What follows belongs to an exercise in optimizing a design on an open flow for small area, a short achievable clock period and few clock cycles per item; a production flow would make more cautious choices.
RTL that was checked went through simulation tests only; none was proved equivalent to the original.
The RTL of runs 1, 2, 7 and 8 was laid out without a check of its function.
Power and IR drop assume default switching activity.

$ cat design.v
module execute_divide(input wire              clk,
                      input wire              reset,
                      input wire              enable,
                      input wire 	      unsigned_div,
                      output wire             done,
                      input wire [32-1:0] in_a,
                      input wire [32-1:0] in_b,
                      output reg [32-1:0] out,
                      output reg              ov
                      );
   reg                                         st_idle;
   reg                                         st_neg;
   reg                                         st_prep;
   reg                                         st_iter;
   reg                                         st_done;
   reg [32:0]                                  R;      
   reg [31:0]                                  D;      
   reg [4:0]                                   count;  
   reg                                         b_neg;  
   reg                                         negate;
   function [4:0] lzc(input [31:0] x);
      reg [31:0] y;
      reg [3:0]  q;
      reg [7:0]  nz;
      reg [15:0] l;
      reg        found;
      integer    g;
      begin
         y = x | 32'h1;
         for (g = 0; g < 8; g = g + 1) begin
            q = y[4*g +: 4];
            nz[g] = |q;
            l[2*g +: 2] = q[3] ? 2'd0 : q[2] ? 2'd1 : q[1] ? 2'd2 : 2'd3;
         end
         lzc = 5'd31;
         found = 0;
         for (g = 7; g >= 0; g = g - 1)
           if (!found && nz[g]) begin
              lzc = {3'd7 - g[2:0], l[2*g +: 2]};
              found = 1;
           end
      end
   endfunction
   function [32:0] add33(input [32:0] x, input [32:0] y, input c);
      reg [33:0] g, p, gn, pn, p0;
      integer    i, lvl, d;
      begin
         g = {x & y, c};
         p0 = {x ^ y, 1'b0};
         p = p0;
         for (lvl = 0; lvl < 6; lvl = lvl + 1) begin
            d = 1 << lvl;
            gn = g; pn = p;
            for (i = 0; i < 34; i = i + 1)
              if (i >= d) begin
                 gn[i] = g[i] | (p[i] & g[i-d]);
                 pn[i] = p[i] & p[i-d];
              end
            g = gn; p = pn;
         end
         add33 = p0[33:1] ^ g[32:0];
      end
   endfunction
   wire        a_neg = !unsigned_div && in_a[31];
   wire        b_negi = !unsigned_div && in_b[31];
   wire        b_zero = (in_b == 32'h0);
   wire        s_ovf = !unsigned_div && (in_a == 32'h80000000) &&
               (in_b == 32'hffffffff);
   wire        special = b_zero || s_ovf;
   wire [31:0] b_form = b_negi ? in_b : ~in_b;
   wire [4:0]  lz_a = lzc(in_a ^ {!unsigned_div && in_a[31], in_a[31:1]});
   wire [4:0]  lz_b = lzc(in_b ^ {!unsigned_div && in_b[31], in_b[31:1]});
   wire        r_neg = R[32];
   wire [32:0] dsub = {!st_neg, D};
   wire [32:0] sum = add33(R, r_neg ? ~dsub : dsub,
                           st_neg || (r_neg ? b_neg : !b_neg));
   wire        ge = !sum[32];
   wire [4:0]  shamt = out[4:0] - count;
   wire        f = !b_neg;
   wire [31:0] sh0 = shamt[0] ? {D[30:0], f} : D;
   wire [31:0] sh1 = shamt[1] ? {sh0[29:0], {2{f}}} : sh0;
   wire [31:0] sh2 = shamt[2] ? {sh1[27:0], {4{f}}} : sh1;
   wire [31:0] sh3 = shamt[3] ? {sh2[23:0], {8{f}}} : sh2;
   wire [31:0] sh4 = shamt[4] ? {sh3[15:0], {16{f}}} : sh3;
   always @(posedge clk) begin
      st_idle 	<= reset || !enable;
      st_neg 	<= !reset && enable && st_idle && !special && a_neg;
      st_prep 	<= !reset && enable && ((st_idle && !special && !a_neg) || st_neg);
      st_iter 	<= !reset && enable && ((st_prep && ge) || (st_iter && count != 0));
      st_done 	<= !reset && enable && ((st_idle && special) || (st_prep && !ge) ||
                                        (st_iter && count == 0) || st_done);
   end
   always @(posedge clk) begin
      if (st_idle) begin
         R 	<= {1'b0, a_neg ? ~in_a : in_a};
         D 	<= a_neg ? 32'h0 : b_form;
         b_neg 	<= b_negi;
         negate <= a_neg ^ b_negi;
         count 	<= lz_a;
         ov 	<= special;
         if (b_zero) begin
            if (unsigned_div)
              out <= 32'hffffffff;
            else if (in_a[31])
              out <= 32'h80000000;
            else
              out <= 32'h7fffffff;
         end else if (s_ovf) begin
            out <= 32'h7fffffff;
         end else begin
            out <= {27'h0, lz_b};
         end
      end
      if (st_neg) begin
         R 	<= sum;
         D 	<= b_form;
         count 	<= count - 1;
      end
      if (st_prep) begin
         if (negate)
           R 	<= sum;
         D 	<= sh4;
         count 	<= shamt;
         out 	<= {32{negate && ge}};
      end
      if (st_iter) begin
         R 	<= sum;
         D 	<= {1'b1, D[31:1]};
         count 	<= count - 1;
         out 	<= {out[30:0], ge ^ negate};
      end
   end
   assign done = st_done;
endmodule  
$ cat run.sh
#!/bin/bash
# synth_recipe.tcl (not shown) runs the flow's synth.tcl, then flattens the netlist and writes it again
# the make line also repeats each setting of config.mk as NAME=value (left out here)
make -C /OpenROAD-flow-scripts/flow DESIGN_CONFIG=/design/flow/config.mk WORK_HOME=/design/flow/orfs CLKGATE_MAP_FILE= SYNTH_SCRIPT=/design/flow/synth_recipe.tcl finish
$ cat config.mk
export PLATFORM = sky130hd
export DESIGN_NAME = execute_divide
export DESIGN_NICKNAME = execute_divide
export VERILOG_FILES = /design/flow/design.v
export SDC_FILE = /design/flow/constraint.sdc
export NUM_CORES = 4
export LEC_CHECK = 0
export CAP_MARGIN = 20
export CORE_MARGIN = 2
export CORE_UTILIZATION = 40
export SETUP_SLACK_MARGIN = 2.5
export SLEW_MARGIN = 20
$ cat constraint.sdc
create_clock -name core_clock -period 7.0 [get_ports {clk}]
set_input_delay 1.4000 -clock core_clock [delete_from_list [all_inputs] [get_ports {clk}]]
set_output_delay 1.4000 -clock core_clock [all_outputs]
set_load 0.01 [all_outputs]
==> metrics.yaml, run 1 <==
outcome:
  status: "finished clean"
placement:
  hpwl_um: 26320
  place_congestion: 0.9429
  portBuffers: 101
  placed_cells: 1716
  place_worst_setup_slack_ps: 2522
finish:
  nNetsFinal: 1539
  fillers: 2669
  drive_gt1_share_pct: 7.189
  utilization_pct: 46.62
  diodes: 0
  multi_input_area_um2: 7441
  fin_cells: 1732
  areaGrowthSynthToFinish_pct: 14.38
  seqCellArea_um2: 2919
global_routing:
  overflow: 0
  grt_pass1_vias: 9608
  antenna_found_initial: 0
  grt_max_degree: 76
  grt_usage_pct: 24.15
  grt_pass1_wl_um: 54300
synthesis:
  ys_types: 75
  synth_cells: 1336
  ys_top_cells_by_area: "edfxtp_1 19%, ha_1 9.5%, dfxtp_1 7.1%, nand2_1 5.9%, xnor2_1 5.8%"
  yosys.cell_count.top_type: "nand2_1"
  yosys-top-cells-count: "173 x nand2_1, 100 x o21ai_0, 85 x inv_1"
  synth_area_um2: 10990
  avgSynthCellArea_um2: 8.223
  yosys_warnings: 1
  synth_top_area_share_pct: 19.41
  synth.largest_area_cell: "edfxtp_1"
  synth_fp_nets: 1489
  synth_edf_count: 71
  ys_ff_latch: 110
  synth_ff_type: "edfxtp_1"
  ys_seq_area_share_pct: 26.51
  async_flop_share_pct: 0
clock_network:
  clk_pin_slew_ps: 100
  root_buffer: "clkbuf_16"
  cts_hold_buffers: 0
  cts_max_level: 3
  cts_buffer_depth: 2
  numCtsBuffers: 9
  clock-sinks: 110
  cts_tree: "built"
  clkLatencyLatePin_ps: 380
worst_setup_path:
  critPathKind: "reg2reg"
  crit_path_max_fanout: 34
  required_ps: 7140
  crit_arrival_ps: 4330
  cp-end-kind: "flip-flop"
  path_cells: "inv_1 > ha_1 > inv_1 > fa_2 > buf_4 > mux2_2 > o21ai_0 > o21ai_0 > o21ai_0 > o22ai_1 > a221o_1"
  crit_slowest_cell: "fa_2"
  critPathLaunchType: "flip-flop"
  max_stage_delay_ps: 780
  path_common_cell: "o21ai_0"
route:
  routedWlPerCell_um: 20.22
  ant_nets: 0
  viasPerCell: 5.928
  vias: 10270
  drtPass1Iterations: 6
  initialDrtViolationCount: 1152
  remaining_drc_errors: 0
  routed_wl_um: 35020
power:
  total_power_mw: 4.251
  powerDensity_nw_per_um2: 338.3
  ir_drop_v: 0.0001536
  power_leakage_nw: 5.513
die:
  core_area_um2: 26950
  fp.dieW_um: 169.7
  io_pins: 102
  initial_utilization_pct: 40.76
  die-area_um2: 28800
  die_y_um: 169.7
  num_rows: 60
timing:
  fin_worst_skew_ps: 16.03
  rsz0062_at_grt: "no"
  setup_tns_ps: 0
  worst_slack_ps: 2809
  period_needed_ps: 4191
  relSlewSlack_pct: 22.81
  worst_pin_slew_ps: 1147
  hold_viol_final: 0
  fmaxAchievable_mhz: 238.6
  maxSlewViolCount: 0
  setup_violations: 0
  finalCritPeriodShare_pct: 59.87
hold_path:
  min_path_type: "reg2reg"
job:
  maxCapViolations: 0
[critical path, delay by kind of cell, from the launching register on]
kind,cells,cell delay [ps]
AO/OA/AOI/OAI,5,1480
adder cells (fa/ha/maj),2,930
buffers and inverters,3,640
flip-flops,1,470
multiplexers,1,400
[state kept, by name, indices dropped and copies added (netlist names)]
signal   cells
out         32
ov           1
st_idle      1
st_neg       1
count        5
b_neg        1
st_prep      1
st_done      1
st_iter      1
negate       1
D           32
R           33
[through the flow]
stage	hold WS, ps	instance area, µm²
2_1_floorplan	468.6	10990
3_3_place_gp	483.7	12240
3_5_place_dp	489.8	12240
4_1_cts	514.2	12560
5_1_grt	540.9	12570
6_report	512.4	12570
[what timing repair did]
| action | in CTS | in global routing |
|---|---|---|
| resized for setup | 0 | 1 |
| endpoints found under the setup margin | 0 | 31 |
| buffers inserted | 0 | 0 |
[metal layers]
metal | up-vias | GRT usage [%] | part of all wire (%)
met5 | - | 0 | 0
met4 | 0 | 7.507 | 2.2
met3 | 41 | 3.521 | 7.6
met2 | 404 | 36.89 | 44
met1 | 4904 | 35.04 | 47
li1 | 4918 | - | -
[cells by family after synthesis]
group	count (synthesis)	share of synthesized area [%]
AO/OA/AOI/OAI	362	21.83
multiplexers	48	5.057
adder cells (fa/ha/maj)	85	9.818
XOR/XNOR	141	11.24
flip-flops	110	26.51
AND/OR/NAND/NOR	424	19.32
buffers and inverters	166	6.219
[worst paths after layout]
kind	from	to	slack, ps	cells after the start
worst min register to register	R[8]	R[8]	510	2
worst max-delay path	out[0]	D[26]	2810	11
worst min-delay path	R[8]	R[8]	510	2
worst max register to register	out[0]	D[26]	2810	11
[final cells by class]
type                            instances  share of cell area, %
Sequential cell                       110                  23.23
Timing Repair Buffer                  118                  9.061
Tap cell                              341                  3.395
Inverter                               87                  2.599
Clock inverter                          7                 0.7070
Clock buffer                            9                  1.792
Multi-Input combinational cell       1060                  59.22
[cell usage in the layout (no fill, tap or decap), types with 11 or more instances in the layout]
cell,count
nand2_1,173
clkdlybuf4s50_1,101
o21ai_0,100
inv_1,85
ha_1,83
nor2_1,80
xnor2_1,72
edfxtp_1,71
xor2_1,66
a21oi_1,66
o211ai_1,39
dfxtp_1,36
nand3_1,35
mux2i_1,33
nand3_2,29
a21o_1,25
a221oi_1,20
a211oi_1,17
buf_4,17
a31oi_1,14
nor3_1,14
nor2b_1,13
nand4_1,12
nand2b_1,11
a22oi_1,11
[where the power goes]
part           internal (mW)  leakage [nW]  total (mW)  switching, mW
registers              0.843          1.11        1.01          0.165
logic                   1.06          4.25        2.67           1.61
clock network          0.262         0.153       0.570          0.308
total                   2.17          5.51        4.25           2.09
==> run 2, diff against run 1 <==
--- a/config.mk
+++ b/config.mk
@@ -8,5 +8,4 @@
 export CAP_MARGIN = 20
 export CORE_MARGIN = 2
 export CORE_UTILIZATION = 40
-export SETUP_SLACK_MARGIN = 2.5
 export SLEW_MARGIN = 20
==> run 2 against run 1 <==
Against the previous run:
- power is essentially flat
- largest cell class unchanged
- clock skew grew 3.3 ps
- routed wire length shrank 0.11%
- register-to-register slack lost 200 ps
- design area is essentially flat
- non-clock buffer count is the same
- sequential cell count is the same
- worst hold slack lost 0.87 ps
- clock power is essentially flat
- via count is essentially flat
- highest routed layer unchanged
- sequential share of layout area is essentially flat
- combinational power is essentially flat
==> metrics.yaml, run 2 <==
outcome:
  status: "finished clean"
clock_network:
  root_buffer: "clkbuf_16"
  cts_setup_buffers: 0
  clock-sinks: 110
  clk_pin_slew_ps: 90
  cts-resized-gates: 0
  clkLatencyLatePin_ps: 390
  cts_tree: "built"
  cts_max_level: 3
  numCtsBuffers: 9
  cts_buffer_depth: 2
  cts_hold_buffers: 0
worst_setup_path:
  crit_slowest_cell: "dfxtp_2"
  rr_startpoint: "R[32]"
  max_stage_delay_ps: 950
  cp-startpoint: "R[32]"
  required_ps: 7120
  regToRegEndpoint: "out[1]"
  critPathKind: "reg2reg"
  crit_arrival_ps: 4510
  path_cells: "xor2_1 > ha_1 > a21oi_1 > a21oi_1 > o21ai_0 > nor2_1 > a2111o_1 > a211oi_2 > or3_1 > buf_4 > nand3_1"
  cp-end-kind: "flip-flop"
  worstRegToRegCells: 11
  critPathLaunchType: "flip-flop"
  crit_path_max_fanout: 34
  r2r_setup_slack_ps: 2610
  path_common_cell: "a21oi_1"
timing:
  worst_pin_slew_ps: 1131
  rsz0062_at_grt: "no"
  setup_violations: 0
  finalCritPeriodShare_pct: 62.71
  fin_worst_skew_ps: 19.33
  worst_slack_ps: 2610
  period_needed_ps: 4390
  fmaxAchievable_mhz: 227.8
  relSlewSlack_pct: 23.93
  maxSlewViolCount: 0
  whs_ps: 511.5
  setup_tns_ps: 0
  hold_viol_final: 0
finish:
  final_common_cell: "nand2_1"
  fillers: 2668
  largest_reg_flops: 33
  top_register: "R"
  drive_gt1_share_pct: 7.189
  diodes: 0
  layout_common_cells: "173 x nand2_1, 101 x clkdlybuf4s50_1, 100 x o21ai_0, 85 x inv_1, 83 x ha_1"
  multi_input_area_um2: 7441
  top_regs: "R x33, D x32, out x32"
  finish.instance_area_um2: 12560
  nNetsFinal: 1539
  seqCellArea_um2: 2917
  areaGrowthSynthToFinish_pct: 14.36
synthesis:
  yosys.area_share.adder_pct: 9.818
  synth_fp_nets: 1489
  synth_top_family_by_area: "compound AO/OA/AOI/OAI gates"
  synth_mux_area_share_pct: 5.057
  yosys-top-cells-count: "173 x nand2_1, 100 x o21ai_0, 85 x inv_1"
  avgSynthCellArea_um2: 8.223
  synth_ff_type: "edfxtp_1"
  synth_top_area_share_pct: 19.41
  yosys_warnings: 1
  synth_area_um2: 10990
  ys_ff_latch: 110
  ys_seq_area_share_pct: 26.51
  synth-compound-area-share_pct: 21.83
  synth_xor_area_share_pct: 11.24
  yosys.cell_count.top_type: "nand2_1"
  synth_edf_count: 71
  ys_types: 75
  synth.largest_area_cell: "edfxtp_1"
  synth_cells: 1336
  ys_top_cells_by_area: "edfxtp_1 19%, ha_1 9.5%, dfxtp_1 7.1%, nand2_1 5.9%, xnor2_1 5.8%"
  yosys.area_share.simple_pct: 19.32
  async_flop_share_pct: 0
global_routing:
  overflow: 0
  grt_max_degree: 76
  grt_pass1_vias: 9608
  grt_usage_pct: 24.15
  antenna_found_initial: 0
  grt_pass1_wl_um: 54300
placement:
  place_congestion: 0.9429
  hpwl_um: 26320
  portBuffers: 101
  place_area_um2: 12240
  place_worst_setup_slack_ps: 2522
route:
  drtPass1Iterations: 5
  vias: 10270
  ant_nets: 0
  routedWlPerCell_um: 20.19
  routed_wl_um: 34980
  remaining_drc_errors: 0
  initialDrtViolationCount: 1152
  viasPerCell: 5.928
die:
  fp.dieW_um: 169.7
  die-area_um2: 28800
  core_area_um2: 26950
  die_y_um: 169.7
  io_pins: 102
  initial_utilization_pct: 40.76
  num_rows: 60
power:
  powerDensity_nw_per_um2: 338.3
  power_leakage_nw: 5.513
  total_power_mw: 4.250
  ir_drop_v: 0.0001537
job:
  maxCapViolations: 0
hold_path:
  holdPathEnd: "R[8]"
  hold_path_depth: 2
  min-delay-start: "R[8]"
  min_path_type: "reg2reg"
## run 2: report_power, final
| part | total, mW | switching [mW] | internal [mW] |
|---|---|---|---|
| registers | 1.01 | 0.165 | 0.843 |
| logic | 2.67 | 1.61 | 1.06 |
| clock network | 0.570 | 0.308 | 0.262 |
| total | 4.25 | 2.09 | 2.17 |
## run 2: metal layers
metal | up-vias | track usage (%) | part of all wire, %
li1 | 4916 | - | -
met1 | 4900 | 35.04 | 47
met2 | 409 | 36.89 | 44
met3 | 43 | 3.521 | 7.6
met4 | 0 | 7.507 | 2.2
met5 | - | 0 | 0
## run 2: cells by family (layout without fill, tap and decap cells)
logic type | after synthesis | count (layout)
AOI/OAI and AO/OA | 362 | 362
xor gates and xnor gates | 141 | 141
adders and majority gates | 85 | 85
muxes | 48 | 48
DFF | 110 | 110
buffers and inverters | 166 | 221
and+or+nand+nor | 424 | 424
## run 2: area by class of cell
cell class,count,area share (%)
Multi-Input combinational cell,1060,59.23
Timing Repair Buffer,118,9.063
Inverter,87,2.599
Sequential cell,110,23.21
Clock buffer,9,1.793
Clock inverter,7,0.7071
Tap cell,341,3.396
## run 2: worst max-delay path by stage
stage / endpoint / slack, ps / depth (start not counted)
after floorplan: out[11] / 3150 / 9
after global placement: out[0] / 2580 / 9
after detailed placement: out[0] / 2520 / 9
after CTS: out[1] / 2640 / 11
after global routing: out[1] / 2290 / 11
final: out[1] / 2610 / 11
## run 2: through the flow
step | util, % | instances
6_report | 46.62 | 1732
5_1_grt | 46.62 | 1732
4_1_cts | 46.60 | 1732
3_5_place_dp | 45.43 | 1716
3_3_place_gp | 45.43 | 1716
2_1_floorplan | - | 1336
## run 2: critical path: cells and delay by family, from the launching register on
| family | cells | cell delay, ps |
|---|---|---|
| AO/OA/AOI/OAI | 5 | 1730 |
| adder cells (fa/ha/maj) | 1 | 390 |
| buffers and inverters | 1 | 410 |
| flip-flops | 1 | 950 |
| XOR/XNOR | 1 | 190 |
| AND/OR/NAND/NOR | 3 | 420 |
==> run 3, diff against run 2 <==
--- a/design.v
+++ b/design.v
@@ -15,6 +15,8 @@
    reg                                         st_done;
    reg [32:0]                                  R;      
    reg [31:0]                                  D;      
+   reg [4:0]                                   lza;    
+   reg [4:0]                                   lzb;    
    reg [4:0]                                   count;  
    reg                                         b_neg;  
    reg                                         negate;
@@ -75,7 +77,16 @@
    wire [32:0] sum = add33(R, r_neg ? ~dsub : dsub,
                            st_neg || (r_neg ? b_neg : !b_neg));
    wire        ge = !sum[32];
-   wire [4:0]  shamt = out[4:0] - count;
+   wire [4:0]  sg = lzb & ~lza;
+   wire [4:0]  sp = lzb ^ ~lza;
+   wire [4:0]  sc = {sg[3] | (sp[3] & sg[2]) | (sp[3] & sp[2] & sg[1]) |
+                     (sp[3] & sp[2] & sp[1] & sg[0]) | (sp[3] & sp[2] & sp[1] & sp[0]),
+                     sg[2] | (sp[2] & sg[1]) | (sp[2] & sp[1] & sg[0]) | (sp[2] & sp[1] & sp[0]),
+                     sg[1] | (sp[1] & sg[0]) | (sp[1] & sp[0]),
+                     sg[0] | sp[0],
+                     1'b1};
+   wire [4:0]  shamt = sp ^ sc;
+   wire        a_short = lza > lzb;
    wire        f = !b_neg;
    wire [31:0] sh0 = shamt[0] ? {D[30:0], f} : D;
    wire [31:0] sh1 = shamt[1] ? {sh0[29:0], {2{f}}} : sh0;
@@ -96,7 +107,8 @@
          D 	<= a_neg ? 32'h0 : b_form;
          b_neg 	<= b_negi;
          negate <= a_neg ^ b_negi;
-         count 	<= lz_a;
+         lza 	<= lz_a;
+         lzb 	<= lz_b;
          ov 	<= special;
          if (b_zero) begin
             if (unsigned_div)
@@ -108,13 +120,13 @@
          end else if (s_ovf) begin
             out <= 32'h7fffffff;
          end else begin
-            out <= {27'h0, lz_b};
+            out <= 32'h0;
          end
       end
       if (st_neg) begin
          R 	<= sum;
          D 	<= b_form;
-         count 	<= count - 1;
+         lza 	<= lza - 1;
       end
       if (st_prep) begin
          if (negate)
@@ -130,5 +142,5 @@
          out 	<= {out[30:0], ge ^ negate};
       end
    end
-   assign done = st_done;
+   assign done = st_done || (st_prep && a_short);
 endmodule  
==> run 3 against run 2 <==
Against the previous run:
- critical endpoint is now done
- still clean on timing, DRC and antenna
- highest routed layer unchanged
- sequential cell count grew 10
- largest power group unchanged
- clock power grew 61%
- critical path type is now reg2out
- power shrank 4.9%
==> metrics.yaml, run 3 <==
outcome:
  status: "finished clean"
synthesis:
  ys_types: 73
  yosys_warnings: 1
  ys_seq_area_share_pct: 27.94
  synth_cells: 1379
  synth_area_um2: 11500
  ys_top_cells_by_area: "edfxtp_1 21%, ha_1 9.7%, dfxtp_1 6.8%, xor2_1 5.2%, mux2i_1 5.0%"
  async_flop_share_pct: 0
  synth_top_area_share_pct: 21.15
  synth.largest_area_cell: "edfxtp_1"
  yosys-top-cells-count: "151 x nand2_1, 98 x nor2_1, 98 x o21ai_0"
  synth_edf_count: 81
  synth_fp_nets: 1537
  yosys.cell_count.top_type: "nand2_1"
  synth_ff_type: "edfxtp_1"
  avgSynthCellArea_um2: 8.340
  ys_ff_latch: 120
placement:
  hpwl_um: 26230
  place_congestion: 0.9226
  portBuffers: 101
clock_network:
  clk_pin_slew_ps: 70
  cts_tree: "built"
  root_buffer: "clkbuf_16"
  cts_max_level: 4
  cts_hold_buffers: 0
  cts_buffer_depth: 2
  clock-sinks: 120
  cts_setup_buffers: 0
  clkLatencyLatePin_ps: 430
  numCtsBuffers: 17
  cts-resized-gates: 0
timing:
  finalCritPeriodShare_pct: 65.74
  setup_violations: 0
  hold_viol_final: 0
  rsz0062_at_grt: "no"
  fmaxAchievable_mhz: 217.3
  whs_ps: 506.1
  worst_pin_slew_ps: 1068
  maxSlewViolCount: 0
  relSlewSlack_pct: 28.79
  setup_tns_ps: 0
  period_needed_ps: 4602
  fin_worst_skew_ps: 10.29
die:
  num_rows: 62
  io_pins: 102
  die-area_um2: 30120
  fp.dieW_um: 173.6
  core_area_um2: 28470
  initial_utilization_pct: 40.40
  die_y_um: 173.6
global_routing:
  grt_usage_pct: 22.62
  grt_max_degree: 78
  grt_pass1_wl_um: 54540
  overflow: 0
  grt_pass1_vias: 9843
  antenna_found_initial: 0
finish:
  layout_common_cells: "151 x nand2_1, 101 x clkdlybuf4s50_1, 98 x o21ai_0, 97 x nor2_1, 91 x inv_1"
  top_register: "R"
  diodes: 0
  largest_reg_flops: 33
  final_common_cell: "nand2_1"
  areaGrowthSynthToFinish_pct: 17.04
  nNetsFinal: 1597
  top_regs: "R x33, D x32, out x32"
  drive_gt1_share_pct: 7.025
worst_setup_path:
  crit_slowest_cell: "ha_2"
  critPathLaunchType: "flip-flop"
  max_stage_delay_ps: 1040
  crit_path_max_fanout: 44
  critPathKind: "reg2out"
  required_ps: 5600
  path_cells: "inv_1 > ha_2 > nand2_1 > o21ai_0 > o21bai_1 > clkdlybuf4s50_1"
  crit_arrival_ps: 3200
  cp-end-kind: "output pin"
power:
  ir_drop_v: 0.0001886
  powerDensity_nw_per_um2: 300.4
  power_leakage_nw: 5.773
job:
  maxCapViolations: 0
route:
  vias: 10550
  remaining_drc_errors: 0
  ant_nets: 0
  drtPass1Iterations: 5
  initialDrtViolationCount: 1090
  viasPerCell: 5.748
  routedWlPerCell_um: 18.83
  routed_wl_um: 34570
hold_path:
  min_path_type: "reg2reg"
-- run 3: cell count changes after synthesis, sizes merged, moves of 10 or more --
cell | previous run | this run
mux2i | 33 | 57
nand2 | 173 | 151
a221oi | 22 | 2
nor2 | 81 | 100
buf | 20 | 34
clkbuf | 59 | 47
a21o | 25 | 15
edfxtp | 71 | 81
xnor2 | 73 | 63
-- run 3: logic make-up after synthesis --
kind of cell | synth area share [%]
AND/OR/NAND/NOR | 17.25
adder cells (fa/ha/maj) | 9.856
AO/OA/AOI/OAI | 20.15
flip-flops | 27.94
buffers and inverters | 5.984
multiplexers | 8.584
XOR/XNOR | 10.24
-- run 3: path summary, 6_finish.rpt --
check	from	endpoint	slack [ps]	cells after the start
worst min register to register	R[12]	R[12]	510	2
worst max register to register	lza[0]	D[16]	2830	11
worst min-delay path	R[12]	R[12]	510	2
worst max-delay path	lza[0]	done	2400	6
-- run 3: metrics by stage --
stage / worst slack [ps] / cells / util [%] / power, mW / instance area, µm²
floorplan: 3364 / 1379 / - / 2.552 / 11500
CTS: 2396 / 1835 / 47.18 / 4.017 / 13430
finish: 2398 / 1836 / 47.28 / 4.043 / 13460
detailed placement: 2569 / 1803 / 45.08 / 3.094 / 12830
global placement: 2696 / 1803 / 45.08 / 3.086 / 12830
global route: 2231 / 1836 / 47.28 / 4.297 / 13460
-- run 3: critical path, delay by kind of cell (launching register included) --
family	cells	cell delay, ps
flops	1	430
simple gates	1	260
buf+inv	2	620
fa+ha+maj	1	1040
compound gates	2	420
-- run 3: layer usage --
metal  track usage (%)  up-vias  share of wire, %
li1                  -     5126                 -
met1             32.53     5007                47
met2             35.27      379                45
met3             2.939       41               6.1
met4             7.062        0               2.1
met5                 0        -                 0
-- run 3: cell type report --
| class | count | area, µm² |
|---|---|---|
| fillers | 2789 | 15010 |
| multi-input cells | 1087 | 7642 |
| inverters | 91 | 341.6 |
| flip-flops and latches | 120 | 3217 |
| clock inverters | 15 | 172.7 |
| repair buffers | 122 | 1181 |
| well taps | 384 | 480.5 |
| clock buffers | 17 | 425.4 |
-- run 3: where the power goes --
group | internal, mW | switching [mW]
registers | 0.888 | 0.132
clock network | 0.511 | 0.405
logic | 0.885 | 1.22
total | 2.28 | 1.76
Testbench counts of run 3, summed over its fixed seeds: cycles 31,700, items 3,200.
==> run 4, diff against run 3 <==
--- a/config.mk
+++ b/config.mk
@@ -8,4 +8,5 @@
 export CAP_MARGIN = 20
 export CORE_MARGIN = 2
 export CORE_UTILIZATION = 40
+export SETUP_SLACK_MARGIN = 4.2
 export SLEW_MARGIN = 20
==> run 4 against run 3 <==
Against the previous run:
- first-iteration DRC count increased by 7.2%
- routed wire length is 28% higher
- synthesized area is the same
- clock power down 0.8%
- final cell count grew 11%
- via count rose by 16%
- synthesized cell count did not move
- clock skew increased by 4.5 ps
- critical path type unchanged
- largest power group unchanged
==> metrics.yaml, run 4 <==
outcome:
  status: "finished clean"
die:
  initial_utilization_pct: 40.40
  core_area_um2: 28470
  num_rows: 62
  fp.dieW_um: 173.6
  die_y_um: 173.6
  die-area_um2: 30120
  io_pins: 102
timing:
  finalCritPeriodShare_pct: 51.16
  worst_pin_slew_ps: 942.6
  period_needed_ps: 3581
  fin_worst_skew_ps: 14.79
  setup_tns_ps: 0
  maxSlewViolCount: 0
  setup_violations: 0
  whs_ps: 509.5
  hold_viol_final: 0
  relSlewSlack_pct: 37.16
  rsz0062_at_grt: "yes"
  fmaxAchievable_mhz: 279.2
placement:
  portBuffers: 101
  place_congestion: 0.9227
  placed_cells: 1801
  hpwl_um: 26610
  place_area_um2: 13270
hold_path:
  hold_path_depth: 2
  min-delay-start: "R[4]"
  holdPathEnd: "R[4]"
  min_path_type: "reg2reg"
finish:
  final_common_cell: "buf_4"
  largest_reg_flops: 33
  diodes: 0
  top_regs: "R x33, D x32, out x32"
  finish.instance_area_um2: 17630
  top_register: "R"
  areaGrowthSynthToFinish_pct: 53.31
  nNetsFinal: 1794
  layout_common_cells: "153 x buf_4, 140 x nand2_1, 82 x nor2_1, 81 x edfxtp_1, 59 x xnor2_1"
  fin_cells: 2033
  drive_gt1_share_pct: 40.57
route:
  viasPerCell: 6.041
  initialDrtViolationCount: 1169
  ant_nets: 0
  routed_wl_um: 44100
  drtPass1Iterations: 6
  vias: 12280
  routedWlPerCell_um: 21.69
  remaining_drc_errors: 0
worst_setup_path:
  crit_slowest_cell: "edfxtp_1"
  cp-end-kind: "output pin"
  max_stage_delay_ps: 500
  path_cells: "ha_4 > nor2b_4 > o21a_1 > o21ai_2 > nand2b_1 > a21oi_2 > o21bai_2 > buf_2"
  r2r_setup_slack_ps: 3700
  required_ps: 5600
  critPathLaunchType: "flip-flop"
  critPathKind: "reg2out"
  rr_startpoint: "lzb[1]"
  crit_arrival_ps: 2180
  cp.buffers_inverters: 1
  regToRegEndpoint: "D[20]"
  worstRegToRegCells: 12
  cp_top_family: "flip-flops"
  crit_path_max_fanout: 2
global_routing:
  grt_max_degree: 80
  grt_pass1_vias: 11630
  grt_usage_pct: 27.20
  overflow: 0
  antenna_found_initial: 0
  grt_pass1_wl_um: 64720
clock_network:
  cts_hold_buffers: 0
  clock-sinks: 120
  numCtsBuffers: 17
  clk_pin_slew_ps: 70
  cts_buffer_depth: 2
  cts_tree: "built"
  clkLatencyLatePin_ps: 440
  root_buffer: "clkbuf_16"
  cts_max_level: 4
synthesis:
  yosys.cell_count.top_type: "nand2_1"
  ys_seq_area_share_pct: 27.94
  synth_edf_count: 81
  synth_top_area_share_pct: 21.15
  ys_top_cells_by_area: "edfxtp_1 21%, ha_1 9.7%, dfxtp_1 6.8%, xor2_1 5.2%, mux2i_1 5.0%"
  avgSynthCellArea_um2: 8.340
  ys_ff_latch: 120
  async_flop_share_pct: 0
  synth_ff_type: "edfxtp_1"
  yosys_warnings: 1
  synth_cells: 1379
  synth_fp_nets: 1537
  yosys-top-cells-count: "151 x nand2_1, 98 x nor2_1, 98 x o21ai_0"
  synth.largest_area_cell: "edfxtp_1"
  ys_types: 73
  synth_area_um2: 11500
power:
  ir_drop_v: 0.0002111
  power_leakage_nw: 7.477
  total_power_mw: 5.599
  powerDensity_nw_per_um2: 317.5
job:
  maxCapViolations: 0
[run 4: cell count changes in the layout (fill, tap and decap cells not counted), sizes merged, moves of 2 or more]
cell / previous run / this run
clkdlybuf4s50: 101 / 35
inv: 102 / 100
nor2: 100 / 102
clkinv: 1 / 5
dlygate4sd2: 0 / 6
clkbuf: 17 / 26
bufbuf: 0 / 4
buf: 21 / 248
clkdlybuf4s15: 0 / 13
[run 4: metrics by stage]
| step | worst slack [ps] | utilization, % |
|---|---|---|
| after global routing | 3368 | 61.93 |
| final | 3419 | 61.93 |
| after floorplan | 3748 | - |
| after CTS | 3503 | 57.28 |
| after detailed placement | 2544 | 46.60 |
| after global placement | 2550 | 46.60 |
[run 4: worst register-to-register path, stage by stage (launching register included)]
cell	delay, ps
edfxtp_1	500
ha_4	270
buf_4	140
buf_8	140
o21a_4	140
o21a_4	250
buf_12	140
nor2_4	220
buf_6	170
mux2_4	350
o211ai_1	250
o21ai_1	150
a221o_1	350
[run 4: what timing repair did]
item | CTS | global route
gates resized for setup | 507 | 243
gates cloned | 14 | 1
buffers inserted | 123 | 62
pin swaps | 100 | 129
endpoints found under the setup margin | 118 | 92
[run 4: worst max path at each step]
stage | start | endpoint | slack [ps] | cells after the start
CTS | lzb[1] | done | 3500 | 8
detailed placement | in_b[15] | out[0] | 2540 | 9
global placement | in_b[15] | out[0] | 2550 | 9
finish | lzb[1] | done | 3420 | 8
floorplan | in_b[31] | lzb[0] | 3750 | 9
global route | lzb[1] | done | 3370 | 8
[run 4: cells by family (layout without fill, tap and decap cells)]
group           count (synthesis)  in the layout  synth area share [%]
fa+ha+maj                      90             90                 9.856
xor+xnor                      132            132                 10.24
flops                         120            120                 27.94
compound gates                356            356                 20.15
mux                            82             82                 8.584
simple gates                  427            430                 17.25
buf+inv                       172            439                 5.984
[run 4: area by class of cell]
cell class              count  area [µm²]
fillers                  2238       10840
multi-input cells        1090        9813
flip-flops and latches    120        3219
repair buffers            316        3109
well taps                 384       480.5
clock buffers              17       425.4
inverters                  91       409.1
clock inverters            15       175.2
[run 4: metal layers]
| layer | track usage (%) | routed length, µm |
|---|---|---|
| met1 | 36.20 | 17770 |
| met2 | 44.25 | 20860 |
| met3 | 4.408 | 3484 |
| met4 | 10.77 | 1977 |
| met5 | 0 | 0 |
[run 4: report_power, final]
| part | switching [mW] | internal [mW] |
|---|---|---|
| combinational | 1.88 | 1.78 |
| clock | 0.428 | 0.482 |
| sequential | 0.135 | 0.888 |
==> run 5, diff against run 4 <==
--- a/config.mk
+++ b/config.mk
@@ -8,5 +8,5 @@
 export CAP_MARGIN = 20
 export CORE_MARGIN = 2
 export CORE_UTILIZATION = 40
-export SETUP_SLACK_MARGIN = 4.2
+export SETUP_SLACK_MARGIN = 3.5
 export SLEW_MARGIN = 20
==> run 5 against run 4 <==
Against the previous run:
- still clean on timing, DRC and antenna
- worst hold slack worse by 2.4 ps
- power down 26%
- register-to-register slack worse by 70 ps
- via count down 12%
- global-route usage down 4.0 points
- largest power group unchanged
- highest routed layer unchanged
==> metrics.yaml, run 5 <==
synthesis:
  synth_area_um2: 11500
  avgSynthCellArea_um2: 8.340
  yosys.cell_count.top_type: "nand2_1"
  synth_cells: 1379
  synth_fp_nets: 1537
  synth_top_area_share_pct: 21.15
  ys_top_cells_by_area: "edfxtp_1 21%, ha_1 9.7%, dfxtp_1 6.8%, xor2_1 5.2%, mux2i_1 5.0%"
  ys_ff_latch: 120
  synth.largest_area_cell: "edfxtp_1"
  yosys_warnings: 1
  synth_edf_count: 81
  async_flop_share_pct: 0
  ys_seq_area_share_pct: 27.94
  ys_types: 73
  synth_ff_type: "edfxtp_1"
  yosys-top-cells-count: "151 x nand2_1, 98 x nor2_1, 98 x o21ai_0"
route:
  drtPass1Iterations: 7
  initialDrtViolationCount: 928
  routed_wl_um: 35700
  remaining_drc_errors: 0
  ant_nets: 0
  viasPerCell: 5.794
  vias: 10770
  routedWlPerCell_um: 19.21
finish:
  layout_common_cells: "149 x nand2_1, 94 x nor2_1, 93 x o21ai_0, 91 x clkdlybuf4s50_1, 89 x inv_1"
  fin_cells: 1858
  nNetsFinal: 1619
  utilization_pct: 49.00
  top_regs: "R x33, D x32, out x32"
  diodes: 0
  finish.instance_area_um2: 13950
  final_common_cell: "nand2_1"
  top_register: "R"
  drive_gt1_share_pct: 10.99
  areaGrowthSynthToFinish_pct: 21.30
  largest_reg_flops: 33
die:
  die-area_um2: 30120
  initial_utilization_pct: 40.40
  core_area_um2: 28470
  die_y_um: 173.6
  fp.dieW_um: 173.6
  num_rows: 62
  io_pins: 102
clock_network:
  clock-sinks: 120
  clkLatencyLatePin_ps: 440
  cts_tree: "built"
  cts_buffer_depth: 2
  clk_pin_slew_ps: 70
  cts_max_level: 4
  root_buffer: "clkbuf_16"
  numCtsBuffers: 17
placement:
  placed_cells: 1803
  place_congestion: 0.9163
  hpwl_um: 26220
  portBuffers: 101
  place_area_um2: 12830
worst_setup_path:
  crit_path_max_fanout: 2
  critPathKind: "reg2out"
  max_stage_delay_ps: 500
  path_cells: "ha_4 > nor2b_4 > o21a_1 > o21ai_1 > nand2b_1 > a21oi_2 > o21bai_2 > buf_2"
  cp-end-kind: "output pin"
  critPathLaunchType: "flip-flop"
  required_ps: 5600
  crit_slowest_cell: "edfxtp_1"
  crit_arrival_ps: 2110
timing:
  rsz0062_at_grt: "yes"
  relSlewSlack_pct: 30.41
  fin_worst_skew_ps: 14.19
  worst_pin_slew_ps: 1041
  maxSlewViolCount: 0
  setup_violations: 0
  fmaxAchievable_mhz: 285.2
  finalCritPeriodShare_pct: 50.10
  whs_ps: 507.0
  setup_tns_ps: 0
  period_needed_ps: 3507
  hold_viol_final: 0
global_routing:
  grt_pass1_vias: 10140
  grt_max_degree: 79
  antenna_found_initial: 0
  grt_pass1_wl_um: 55560
  grt_usage_pct: 23.20
  overflow: 0
hold_path:
  min_path_type: "reg2reg"
outcome:
  status: "finished clean"
job:
  maxCapViolations: 0
power:
  power_leakage_nw: 6.028
  powerDensity_nw_per_um2: 296.1
  ir_drop_v: 0.0001847
==> run 5: cell counts after synthesis <==
No cell type changed its count.
==> run 5: per-stage QoR <==
step | worst slack, ps | total power, mW
floorplan | 3516 | 2.553
global placement | 2718 | 3.079
detailed placement | 2614 | 3.096
CTS | 3444 | 4.051
global route | 3414 | 4.387
finish | 3493 | 4.131
==> run 5: cell type report <==
class                      count  area, µm²
inverter                      91      341.6
clock inverter                15      175.2
fill                        2771      14520
multi-input combinational   1087       7885
clock buffer                  17      425.4
tap                          384      480.5
timing repair buffer         144       1424
sequential                   120       3219
==> run 5: timing repair <==
action,in CTS,in global routing
setup buffers,6,14
hold buffers,0,0
pin swaps,4,17
endpoints found under the setup margin,86,61
resized for setup,38,43
gates cloned,1,2
==> run 5: critical path, delay by kind of cell (launching register included) <==
kind / cells / cell delay (ps)
AOI/OAI and AO/OA: 4 / 460
adders and majority gates: 1 / 320
DFF: 1 / 500
and+or+nand+nor: 2 / 210
buffers and inverters: 1 / 180
==> run 5: cell families after synthesis <==
kind of cell	after synthesis	share of synthesized area [%]
AO/OA/AOI/OAI	356	20.15
XOR/XNOR	132	10.24
adder cells (fa/ha/maj)	90	9.856
buffers and inverters	172	5.984
flip-flops	120	27.94
multiplexers	82	8.584
AND/OR/NAND/NOR	427	17.25
==> run 5: path summary, 6_finish.rpt <==
| kind | slack [ps] | to | depth (start not counted) | start |
|---|---|---|---|---|
| worst max register to register | 3630 | D[24] | 12 | lza[0] |
| worst max-delay path | 3490 | done | 8 | lzb[1] |
| worst min register to register | 510 | R[26] | 2 | R[26] |
| worst min-delay path | 510 | R[26] | 2 | R[26] |
==> run 5: routing by layer <==
layer | GRT usage [%] | share of wire (%) | vias up
li1 | - | - | 5178
met1 | 32.18 | 45 | 5138
met2 | 37.20 | 46 | 398
met3 | 3.004 | 6.3 | 52
met4 | 8.086 | 2.8 | 0
met5 | 0 | 0 | -
==> run 5: where the power goes <==
part           switching (mW)  internal [mW]  total, mW
combinational            1.27          0.947       2.22
sequential              0.126          0.888       1.01
clock                   0.419          0.482      0.901
total                    1.81           2.32       4.13
==> run 6, diff against run 5 <==
--- a/config.mk
+++ b/config.mk
@@ -7,6 +7,6 @@
 export LEC_CHECK = 0
 export CAP_MARGIN = 20
 export CORE_MARGIN = 2
-export CORE_UTILIZATION = 40
+export CORE_UTILIZATION = 55
 export SETUP_SLACK_MARGIN = 3.5
 export SLEW_MARGIN = 20
==> run 6 against run 5 <==
Against the previous run:
- still clean on timing, DRC and antenna
- synthesized cell count stayed put
- via count up 1.4%
- die area shrank 27%
- utilization grew 18 points
- power fell by 1.3%
- clock power shrank 6.7%
- register-to-register slack got worse by 60 ps
- critical path depth unchanged
- combinational power barely moved
- clock-buffer cell count increased by 1
- worst setup slack lost 64 ps
- largest cell class unchanged
==> metrics.yaml, run 6 <==
synthesis:
  yosys_warnings: 1
  synth.largest_area_cell: "edfxtp_1"
  synth_top_area_share_pct: 21.15
  ys_types: 73
  ys_ff_latch: 120
  yosys.cell_count.top_type: "nand2_1"
  synth_ff_type: "edfxtp_1"
  synth_area_um2: 11500
  synth_fp_nets: 1537
  synth_cells: 1379
  synth_edf_count: 81
  async_flop_share_pct: 0
  ys_top_cells_by_area: "edfxtp_1 21%, ha_1 9.7%, dfxtp_1 6.8%, xor2_1 5.2%, mux2i_1 5.0%"
  avgSynthCellArea_um2: 8.340
  yosys-top-cells-count: "151 x nand2_1, 98 x nor2_1, 98 x o21ai_0"
  ys_seq_area_share_pct: 27.94
outcome:
  status: "finished clean"
power:
  power_frac_seq_pct: 25.1
  ir_drop_v: 0.0001882
  powerDensity_nw_per_um2: 297.1
  p_switching_mw: 1.767
  p_sw_share_pct: 43.33
  comb_power_share_pct: 54.3
  pwr-share-clk_pct: 20.6
  p_int_mw: 2.312
  power_leakage_nw: 6.008
die:
  io_pins: 102
  die-area_um2: 22080
  die_y_um: 148.6
  core_area_um2: 20360
  initial_utilization_pct: 56.48
  fp.dieW_um: 148.6
  num_rows: 52
placement:
  portBuffers: 101
  placed_cells: 1686
  hpwl_um: 27190
  place_area_um2: 12670
  place_congestion: 1.032
worst_setup_path:
  r2r_setup_slack_ps: 3570
  cp-end-kind: "output pin"
  cp.buffers_inverters: 2
  crit_path_max_fanout: 4
  max_stage_delay_ps: 440
  critPathLaunchType: "flip-flop"
  crit_arrival_ps: 2170
  critPathKind: "reg2out"
  required_ps: 5600
  path_cells: "inv_1 > ha_2 > o21a_1 > o21ai_1 > nand2b_1 > a21oi_4 > o21bai_4 > buf_6"
  cp_top_family: "compound AO/OA/AOI/OAI gates"
  crit_slowest_cell: "edfxtp_1"
route:
  drtPass1Iterations: 5
  viasPerCell: 6.270
  ant_nets: 0
  initialDrtViolationCount: 1141
  routedWlPerCell_um: 21.46
  remaining_drc_errors: 0
  routed_wl_um: 37360
  vias: 10920
clock_network:
  numCtsBuffers: 17
  cts_buffer_depth: 2
  clk_pin_slew_ps: 60
  clkLatencyLatePin_ps: 430
  cts_tree: "built"
  cts_max_level: 4
  root_buffer: "clkbuf_16"
  clock-sinks: 120
finish:
  final_common_cell: "nand2_1"
  layout_common_cells: "150 x nand2_1, 94 x nor2_1, 94 x o21ai_0, 90 x inv_1"
  areaGrowthSynthToFinish_pct: 19.38
  nNetsFinal: 1616
  top_regs: "R x33, D x32, out x32"
  multi_input_area_um2: 7890
  top_register: "R"
  diodes: 0
  fillers: 1752
  drive_gt1_share_pct: 10.54
  largest_reg_flops: 33
  finish.instance_area_um2: 13730
  fin_cells: 1741
  seqCellArea_um2: 3221
global_routing:
  grt_pass1_wl_um: 57360
  grt_max_degree: 79
  grt_pass1_vias: 10410
  antenna_found_initial: 0
  grt_usage_pct: 33.49
  overflow: 0
timing:
  rsz0062_at_grt: "yes"
  maxSlewViolCount: 0
  setup_tns_ps: 0
  hold_viol_final: 0
  worst_pin_slew_ps: 1044
  setup_violations: 0
  fmaxAchievable_mhz: 280.0
  finalCritPeriodShare_pct: 51.01
  period_needed_ps: 3571
  fin_worst_skew_ps: 14.71
  whs_ps: 510.9
  relSlewSlack_pct: 29.64
job:
  maxCapViolations: 0
hold_path:
  min_path_type: "reg2reg"
==> run 6: layout make-up <==
| type | count | area share, % |
|---|---|---|
| Timing Repair Buffer | 141 | 10.07 |
| Sequential cell | 120 | 23.46 |
| Tap cell | 270 | 2.461 |
| Inverter | 91 | 2.488 |
| Clock inverter | 14 | 0.9296 |
| Multi-Input combinational cell | 1087 | 57.47 |
| Clock buffer | 18 | 3.126 |
==> run 6: kinds of logic after synthesis <==
family | synth area share (%)
AND/OR/NAND/NOR | 17.25
adder cells (fa/ha/maj) | 9.856
XOR/XNOR | 10.24
buffers and inverters | 5.984
multiplexers | 8.584
AO/OA/AOI/OAI | 20.15
flip-flops | 27.94
==> run 6: repair_timing <==
item | 4_1_cts | 5_1_grt
hold buffers | 0 | 0
cloned | 0 | 1
pin swaps | 9 | 16
setup endpoints to repair | 80 | 65
gates resized for setup | 35 | 48
setup buffers | 9 | 13
==> run 6: power by group through the flow <==
stage / sequential [mW] / clock, mW / combinational (mW)
detailed placement: 1.04 / 0 / 2.06
CTS: 1.02 / 0.844 / 2.11
global route: 1.04 / 0.875 / 2.40
global placement: 1.04 / 0 / 2.05
floorplan: 0.978 / 0 / 1.57
finish: 1.02 / 0.841 / 2.21
==> run 6: per-stage QoR <==
step                utilization (%)  setup WS (ps)  total power [mW]
CTS                           65.86           3431             3.977
global route                  67.42           3396             4.315
detailed placement            62.21           2505             3.096
global placement              62.21           2560             3.089
floorplan                         -           3516             2.553
finish                        67.42           3429             4.079
==> run 6: layer usage <==
layer	global-route usage, %	up-vias	part of all wire, %
met4	14.48	0	4.2
met5	0	-	0
li1	-	5163	-
met1	45.44	5185	43
met2	53.24	484	46
met3	5.215	84	6.6
==> run 6: worst reg2reg max path, delay by kind of cell (launching register included) <==
family / cells / cell delay [ps]
flops: 1 / 440
fa+ha+maj: 1 / 290
simple gates: 1 / 230
buf+inv: 2 / 430
mux: 1 / 420
compound gates: 5 / 1370
==> run 6: final timing paths <==
| path | to | cells past startpoint | from |
|---|---|---|---|
| setup reg to reg | D[5] | 10 | lza[0] |
| hold reg to reg | R[5] | 2 | R[5] |
| hold / removal | R[5] | 2 | R[5] |
| setup / recovery | done | 8 | lza[2] |
==> run 7, diff against run 6 <==
--- a/design.v
+++ b/design.v
@@ -19,7 +19,8 @@
    reg [4:0]                                   lzb;    
    reg [4:0]                                   count;  
    reg                                         b_neg;  
-   reg                                         negate;
+   reg                                         negate;  
+   reg                                         inv_q;   
    function [4:0] lzc(input [31:0] x);
       reg [31:0] y;
       reg [3:0]  q;
@@ -68,10 +69,21 @@
    wire        b_zero = (in_b == 32'h0);
    wire        s_ovf = !unsigned_div && (in_a == 32'h80000000) &&
                (in_b == 32'hffffffff);
-   wire        special = b_zero || s_ovf;
    wire [31:0] b_form = b_negi ? in_b : ~in_b;
-   wire [4:0]  lz_a = lzc(in_a ^ {!unsigned_div && in_a[31], in_a[31:1]});
-   wire [4:0]  lz_b = lzc(in_b ^ {!unsigned_div && in_b[31], in_b[31:1]});
+   wire [31:0] t_a = in_a ^ {!unsigned_div && in_a[31], in_a[31:1]};
+   wire [31:0] t_b = in_b ^ {!unsigned_div && in_b[31], in_b[31:1]};
+   wire [4:0]  lz_a = lzc(t_a);
+   wire [4:0]  lz_b = lzc(t_b);
+   reg  [31:0] a_clear;    
+   integer     k;
+   always @(*) begin
+      a_clear[31] = !t_a[31];
+      for (k = 30; k >= 0; k = k - 1)
+        a_clear[k] = a_clear[k+1] && !t_a[k];
+   end
+   wire        a_short = |(t_b & a_clear) && !a_neg;
+   wire [4:0]  lza_in = b_zero ? {3'b0, !unsigned_div && in_a[31],
+                                  !unsigned_div && !in_a[31]} : lz_a;
    wire        r_neg = R[32];
    wire [32:0] dsub = {!st_neg, D};
    wire [32:0] sum = add33(R, r_neg ? ~dsub : dsub,
@@ -86,7 +98,6 @@
                      sg[0] | sp[0],
                      1'b1};
    wire [4:0]  shamt = sp ^ sc;
-   wire        a_short = lza > lzb;
    wire        f = !b_neg;
    wire [31:0] sh0 = shamt[0] ? {D[30:0], f} : D;
    wire [31:0] sh1 = shamt[1] ? {sh0[29:0], {2{f}}} : sh0;
@@ -95,10 +106,10 @@
    wire [31:0] sh4 = shamt[4] ? {sh3[15:0], {16{f}}} : sh3;
    always @(posedge clk) begin
       st_idle 	<= reset || !enable;
-      st_neg 	<= !reset && enable && st_idle && !special && a_neg;
-      st_prep 	<= !reset && enable && ((st_idle && !special && !a_neg) || st_neg);
+      st_neg 	<= !reset && enable && st_idle && !a_short && a_neg;
+      st_prep 	<= !reset && enable && ((st_idle && !a_short && !a_neg) || st_neg);
       st_iter 	<= !reset && enable && ((st_prep && ge) || (st_iter && count != 0));
-      st_done 	<= !reset && enable && ((st_idle && special) || (st_prep && !ge) ||
+      st_done 	<= !reset && enable && ((st_idle && a_short) || (st_prep && !ge) ||
                                         (st_iter && count == 0) || st_done);
    end
    always @(posedge clk) begin
@@ -107,21 +118,11 @@
          D 	<= a_neg ? 32'h0 : b_form;
          b_neg 	<= b_negi;
          negate <= a_neg ^ b_negi;
-         lza 	<= lz_a;
+         inv_q 	<= (a_neg ^ b_negi) || s_ovf;
+         lza 	<= lza_in;
          lzb 	<= lz_b;
-         ov 	<= special;
-         if (b_zero) begin
-            if (unsigned_div)
-              out <= 32'hffffffff;
-            else if (in_a[31])
-              out <= 32'h80000000;
-            else
-              out <= 32'h7fffffff;
-         end else if (s_ovf) begin
-            out <= 32'h7fffffff;
-         end else begin
-            out <= 32'h0;
-         end
+         ov 	<= b_zero || s_ovf;
+         out 	<= 32'h0;
       end
       if (st_neg) begin
          R 	<= sum;
@@ -133,14 +134,14 @@
            R 	<= sum;
          D 	<= sh4;
          count 	<= shamt;
-         out 	<= {32{negate && ge}};
+         out 	<= {32{inv_q && ge}};
       end
       if (st_iter) begin
          R 	<= sum;
          D 	<= {1'b1, D[31:1]};
          count 	<= count - 1;
-         out 	<= {out[30:0], ge ^ negate};
+         out 	<= {out[30:0], ge ^ inv_q};
       end
    end
-   assign done = st_done || (st_prep && a_short);
+   assign done = st_done;
 endmodule  
--- a/config.mk
+++ b/config.mk
@@ -7,6 +7,6 @@
 export LEC_CHECK = 0
 export CAP_MARGIN = 20
 export CORE_MARGIN = 2
-export CORE_UTILIZATION = 55
+export CORE_UTILIZATION = 40
 export SETUP_SLACK_MARGIN = 3.5
 export SLEW_MARGIN = 20
==> run 7 against run 6 <==
Against the previous run:
- sequential cell count increased by 1
- die area increased by 35%
- routed wire length increased by 5.6%
- combinational power increased by 3%
- clock-buffer cell count decreased by 1
- critical path type is now in2reg
==> metrics.yaml, run 7 <==
global_routing:
  grt_usage_pct: 25.89
  use_met2_pct: 41.08
  grt_pass1_vias: 10310
  overflow: 0
  antenna_found_initial: 0
  use_met1_pct: 34.62
  grt_max_degree: 72
  grt.busiest_layer: "met2"
  grt_pass1_wl_um: 59820
  use_met3_pct: 3.892
clock_network:
  cts_tree: "built"
  cts_buffer_depth: 2
  clk_pin_slew_ps: 60
  clkLatencyLatePin_ps: 440
  cts_max_level: 4
  numCtsBuffers: 17
  cts_hold_buffers: 0
  root_buffer: "clkbuf_16"
  clock-sinks: 121
synthesis:
  synth_ff_type: "edfxtp_1"
  ys_types: 73
  ys_top_cells_by_area: "edfxtp_1 22%, ha_1 9.8%, nand2_1 7.4%, dfxtp_1 6.9%, mux2i_1 6.5%"
  avgSynthCellArea_um2: 8.052
  yosys_warnings: 1
  async_flop_share_pct: 0
  synth_cells: 1411
  synth_area_um2: 11360
  synth_edf_count: 82
  yosys.cell_count.top_type: "nand2_1"
  yosys-top-cells-count: "223 x nand2_1, 113 x inv_1, 89 x ha_1"
  ys_seq_area_share_pct: 28.55
  synth_top_area_share_pct: 21.67
  synth.largest_area_cell: "edfxtp_1"
  ys_ff_latch: 121
  synth_fp_nets: 1569
worst_setup_path:
  critPathLaunchType: "input port"
  cp.buffers_inverters: 1
  max_stage_delay_ps: 580
  path_cells: "clkdlybuf4s50_1 > xnor2_1 > nor2_1 > o21ai_0 > a31oi_1 > nor4_2 > o31a_1 > o22ai_1 > o21bai_1"
  cp_top_family: "compound AO/OA/AOI/OAI gates"
  crit_path_max_fanout: 4
  required_ps: 7320
  cp-end-kind: "flip-flop"
  crit_slowest_cell: "xnor2_1"
  critPathKind: "in2reg"
  crit_arrival_ps: 3840
timing:
  setup_violations: 0
  period_needed_ps: 3514
  rsz0062_at_grt: "yes"
  setup_tns_ps: 0
  hold_viol_final: 0
  maxSlewViolCount: 0
  finalCritPeriodShare_pct: 50.20
  whs_ps: 505.5
  fmaxAchievable_mhz: 284.6
  fin_worst_skew_ps: 15.81
  worst_slack_ps: 3486
  worst_pin_slew_ps: 1347
  relSlewSlack_pct: 10.01
die:
  fp.dieW_um: 172.5
  initial_utilization_pct: 40.78
  io_pins: 102
  die-area_um2: 29770
  num_rows: 61
  core_area_um2: 27860
  die_y_um: 172.5
power:
  ir_drop_v: 0.0001810
  power_leakage_nw: 6.362
  total_power_mw: 4.253
  powerDensity_nw_per_um2: 302.3
placement:
  place_area_um2: 12820
  hpwl_um: 29610
  place_congestion: 0.9594
  place_worst_setup_slack_ps: 2330
  portBuffers: 101
finish:
  top_register: "R"
  finish.instance_area_um2: 14070
  layout_common_cells: "221 x nand2_1, 105 x inv_1, 82 x edfxtp_1, 81 x ha_1, 74 x mux2i_1"
  top_regs: "R x33, D x32, out x32"
  fillers: 2711
  largest_reg_flops: 33
  areaGrowthSynthToFinish_pct: 23.84
  final_common_cell: "nand2_1"
  diodes: 0
  nNetsFinal: 1670
  drive_gt1_share_pct: 11.54
route:
  routedWlPerCell_um: 20.74
  vias: 10850
  ant_nets: 0
  remaining_drc_errors: 0
  viasPerCell: 5.699
  initialDrtViolationCount: 1220
  routed_wl_um: 39470
  drtPass1Iterations: 7
outcome:
  status: "finished clean"
hold_path:
  min_path_type: "reg2reg"
job:
  maxCapViolations: 0
==> run 7: cell count changes after synthesis, moves of 14 or more <==
cell / change
nand2_1: +72
o21ai_1: +41
o21ai_0: -30
nor2_1: -25
inv_1: +22
nand3_1: -21
mux2i_1: +17
buf_2: -14
==> run 7: per-stage QoR <==
step           util [%]  instances
2_1_floorplan         -       1411
3_3_place_gp      46.04       1833
3_5_place_dp      46.04       1833
4_1_cts           49.35       1885
5_1_grt           50.51       1903
6_report          50.51       1903
==> run 7: worst register-to-register path, stage by stage, from the launching register on <==
cell and delay (ps):
edfxtp_1 560, xor2_1 220, ha_1 370, nand2_1 110, or4b_4 550, a21boi_2 200, a31oi_2 150, o21a_2 280
nand3_1 140, o311ai_4 130, ha_4 260, nand2_4 130, nand2_1 70
==> run 7: what timing repair did <==
item                                    CTS  global route
gates cloned                              1             2
setup buffers                            19            16
endpoints found under the setup margin   75            63
pin swaps                                13            22
resized for setup                        98            63
==> run 7: final timing paths <==
path	start	endpoint	slack (ps)	depth (start not counted)
worst max-delay path	in_b[13]	st_done	3490	9
worst min-delay path	R[21]	R[21]	510	2
worst max register to register	D[4]	out[10]	3570	12
worst min register to register	R[21]	R[21]	510	2
==> run 7: routing by layer <==
| metal | wire length (µm) | vias up | share of wire, % |
|---|---|---|---|
| li1 | - | 5220 | - |
| met1 | 17160 | 5103 | 43 |
| met2 | 17840 | 442 | 45 |
| met3 | 2640 | 80 | 6.7 |
| met4 | 1824 | 0 | 4.6 |
| met5 | 0 | - | 0 |
==> run 7: power by group <==
group	switching [mW]	internal [mW]
logic	1.35	0.927
clock network	0.374	0.603
registers	0.117	0.887
==> run 7: area by class of cell <==
type	instances	area, µm²	area share, %
Timing Repair Buffer	155	1450	10.31
Tap cell	378	473.0	3.362
Sequential cell	121	3249	23.09
Multi-Input combinational cell	1104	7815	55.54
Inverter	113	444.2	3.157
Clock buffer	17	425.4	3.024
Clock inverter	15	212.7	1.512
==> run 7: cell families after synthesis <==
group / share of synthesized area (%)
AO/OA/AOI/OAI: 20.34
XOR/XNOR: 10.72
adder cells (fa/ha/maj): 9.978
buffers and inverters: 6.300
flip-flops: 28.55
multiplexers: 6.718
AND/OR/NAND/NOR: 17.40
==> run 8, diff against run 7 <==
--- a/config.mk
+++ b/config.mk
@@ -8,5 +8,5 @@
 export CAP_MARGIN = 20
 export CORE_MARGIN = 2
 export CORE_UTILIZATION = 40
-export SETUP_SLACK_MARGIN = 3.5
+export SETUP_SLACK_MARGIN = 3.8
 export SLEW_MARGIN = 20
==> run 8 against run 7 <==
Against the previous run:
- design area is 3.8% higher
- critical endpoint is now st_prep
- clock power is 8.1% lower
- worst hold slack hardly changed
- still clean on timing, DRC and antenna
==> metrics.yaml, run 8 <==
placement:
  place_congestion: 0.9736
  place_area_um2: 12850
  portBuffers: 101
  hpwl_um: 30100
clock_network:
  cts_max_level: 4
  clkLatencyLatePin_ps: 430
  clock-sinks: 121
  numCtsBuffers: 17
  cts_buffer_depth: 2
  cts_hold_buffers: 0
  clk_pin_slew_ps: 60
  root_buffer: "clkbuf_16"
  cts_tree: "built"
worst_setup_path:
  required_ps: 7310
  critPathKind: "in2reg"
  critPathLaunchType: "input port"
  rr_startpoint: "D[5]"
  crit_arrival_ps: 3740
  crit_path_max_fanout: 2
  cp-end-kind: "flip-flop"
  regToRegEndpoint: "out[0]"
  r2r_setup_slack_ps: 3610
  worstRegToRegCells: 11
route:
  remaining_drc_errors: 0
  vias: 11040
  routedWlPerCell_um: 21.34
  routed_wl_um: 41060
  initialDrtViolationCount: 1194
  ant_nets: 0
  viasPerCell: 5.736
  drtPass1Iterations: 8
finish:
  fillers: 2636
  layout_common_cells: "194 x nand2_1, 105 x inv_1, 82 x edfxtp_1, 72 x mux2i_1"
  diodes: 0
  multi_input_area_um2: 8165
  final_common_cell: "nand2_1"
  drive_gt1_share_pct: 17.27
  largest_reg_flops: 33
  finish.instance_area_um2: 14610
  top_register: "R"
  seqCellArea_um2: 3251
  top_regs: "R x33, D x32, out x32"
  nNetsFinal: 1691
  areaGrowthSynthToFinish_pct: 28.56
synthesis:
  yosys_warnings: 1
  ys_ff_latch: 121
  yosys.cell_count.top_type: "nand2_1"
  avgSynthCellArea_um2: 8.052
  ys_seq_area_share_pct: 28.55
  synth_fp_nets: 1569
  async_flop_share_pct: 0
  synth_top_area_share_pct: 21.67
  yosys-top-cells-count: "223 x nand2_1, 113 x inv_1, 89 x ha_1"
  synth_edf_count: 82
  ys_top_cells_by_area: "edfxtp_1 22%, ha_1 9.8%, nand2_1 7.4%, dfxtp_1 6.9%, mux2i_1 6.5%"
  synth_area_um2: 11360
  synth_ff_type: "edfxtp_1"
  synth_cells: 1411
  ys_types: 73
  synth.largest_area_cell: "edfxtp_1"
die:
  io_pins: 102
  die_y_um: 172.5
  initial_utilization_pct: 40.78
  core_area_um2: 27860
  die-area_um2: 29770
  fp.dieW_um: 172.5
  num_rows: 61
timing:
  maxSlewViolCount: 0
  relSlewSlack_pct: 36.53
  rsz0062_at_grt: "yes"
  fin_worst_skew_ps: 13.02
  setup_violations: 0
  worst_pin_slew_ps: 951.1
  setup_tns_ps: 0
  finalCritPeriodShare_pct: 48.91
  hold_viol_final: 0
  fmaxAchievable_mhz: 292.1
  period_needed_ps: 3423
job:
  maxCapViolations: 0
power:
  powerDensity_nw_per_um2: 298.7
  power_leakage_nw: 6.455
  ir_drop_v: 0.0002078
hold_path:
  min_path_type: "reg2reg"
  hold_path_depth: 2
  min-delay-start: "R[2]"
  holdPathEnd: "R[2]"
outcome:
  status: "finished clean"
global_routing:
  grt_max_degree: 72
  grt_usage_pct: 26.95
  antenna_found_initial: 1
  grt_pass1_wl_um: 61870
  overflow: 0
  grt_pass1_vias: 10610
## run 8: cell counts after synthesis
Identical to the previous run, type by type.
## run 8: how the worst max path moves through the flow
stage / from / end / slack, ps / cells after the start
finish: in_a[0] / st_prep / 3580 / 11
floorplan: in_a[17] / lza[1] / 3310 / 11
global placement: in_a[17] / lza[1] / 2450 / 11
global route: D[5] / out[0] / 3500 / 11
detailed placement: in_a[17] / lza[1] / 2440 / 11
CTS: in_a[19] / st_prep / 3620 / 15
## run 8: logic make-up (layout without fill, tap and decap cells)
family	Yosys count	in the layout	share of synthesized area (%)
mux	76	76	6.718
buf+inv	189	320	6.300
simple gates	437	441	17.40
fa+ha+maj	90	90	9.978
xor+xnor	139	139	10.72
flops	121	121	28.55
compound gates	359	359	20.34
## run 8: layer usage
layer  routed length [µm]  global-route usage, %  vias up
met3                 2616                  4.024       85
met4                 1941                  13.53        0
met2                18780                  43.14      447
li1                     -                      -     5253
met1                17720                  35.50     5252
met5                    0                      0        -
## run 8: final cells by class
type,instances,area share [%]
sequential,121,22.26
clock inverter,15,1.122
clock buffer,17,2.913
timing repair buffer,175,11.49
tap,378,3.238
multi-input combinational,1105,55.91
inverter,113,3.075
## run 8: stage by stage
step | worst slack [ps] | instances | util (%) | hold slack, ps | power [mW]
2_1_floorplan | 3309 | 1411 | - | 466.2 | 2.504
3_3_place_gp | 2450 | 1831 | 46.11 | 486.2 | 3.078
3_5_place_dp | 2435 | 1831 | 46.11 | 491.1 | 3.095
4_1_cts | 3625 | 1899 | 50.89 | 507.6 | 4.176
5_1_grt | 3497 | 1924 | 52.43 | 537.2 | 4.606
6_report | 3577 | 1924 | 52.43 | 505.4 | 4.363
## run 8: power by group
| group | switching, mW | internal [mW] | leakage (nW) | total (mW) |
|---|---|---|---|---|
| logic | 1.43 | 1.03 | 4.95 | 2.46 |
| registers | 0.120 | 0.887 | 1.22 | 1.01 |
| clock network | 0.368 | 0.531 | 0.285 | 0.898 |
| total | 1.91 | 2.45 | 6.46 | 4.36 |
## run 8: worst max-delay path, stage by stage
cell	delay, ps
clkdlybuf4s50_1	530
inv_1	100
ha_4	260
o21ai_2	190
a21oi_1	90
o21ai_0	160
a21oi_1	100
o21a_1	200
o31a_1	380
a31oi_1	230
nor2_1	80
## run 8: timing repair
| action | CTS | global route |
|---|---|---|
| gates cloned | 5 | 3 |
| pin swaps | 26 | 31 |
| gates resized for setup | 191 | 82 |
| endpoints found under the setup margin | 96 | 63 |
| setup buffers | 31 | 22 |

## re-timing with driven ports
The results above use ideal ports. As a check the final layouts listed here were re-extracted and re-timed, cells and wires unchanged.
Step 1 assumes that a clkbuf_16 drives the clock port and a buf_2 every other input.
Step 2 moves the port delays by t, midway between the first and last clock arrival at a register: inputs arrive t later, outputs are due t later. That takes back most of the time a late clock gives input paths.
Slacks: ideal / step 1 / step 2; pairs: ideal / step 1.
| run | shift t [ns] | slack for setup (ns) | worst hold slack (ns) | worst register clock-pin slew, ns | worst data-port slew with drivers (ns) |
|---|---|---|---|---|---|
| run 1 | 0.429 | 2.809 / 2.809 / 2.445 | 0.512 / 0.512 / 0.512 | 0.10 / 0.10 | 0.04 |
| run 2 | 0.429 | 2.610 / 2.610 / 2.460 | 0.512 / 0.512 / 0.512 | 0.10 / 0.10 | 0.04 |
| run 3 | 0.475 | 2.398 / 2.348 / 2.544 | 0.506 / 0.506 / 0.506 | 0.07 / 0.07 | 0.03 |
| run 4 | 0.488 | 3.419 / 3.366 / 3.434 | 0.509 / 0.509 / 0.509 | 0.08 / 0.08 | 0.07 |
| run 5 | 0.484 | 3.493 / 3.441 / 3.077 | 0.507 / 0.507 / 0.507 | 0.07 / 0.07 | 0.04 |
| run 6 | 0.467 | 3.429 / 3.380 / 3.118 | 0.511 / 0.511 / 0.511 | 0.06 / 0.06 | 0.05 |
| run 7 | 0.479 | 3.486 / 3.511 / 3.032 | 0.505 / 0.505 / 0.505 | 0.07 / 0.07 | 0.06 |
| run 8 | 0.476 | 3.577 / 3.605 / 3.129 | 0.505 / 0.505 / 0.505 | 0.07 / 0.07 | 0.06 |
After both steps setup and hold are still met in every run listed. For run 7, which loses most, drivers alone change the setup slack by +0.025 ns; drivers and shift together by -0.454 ns.
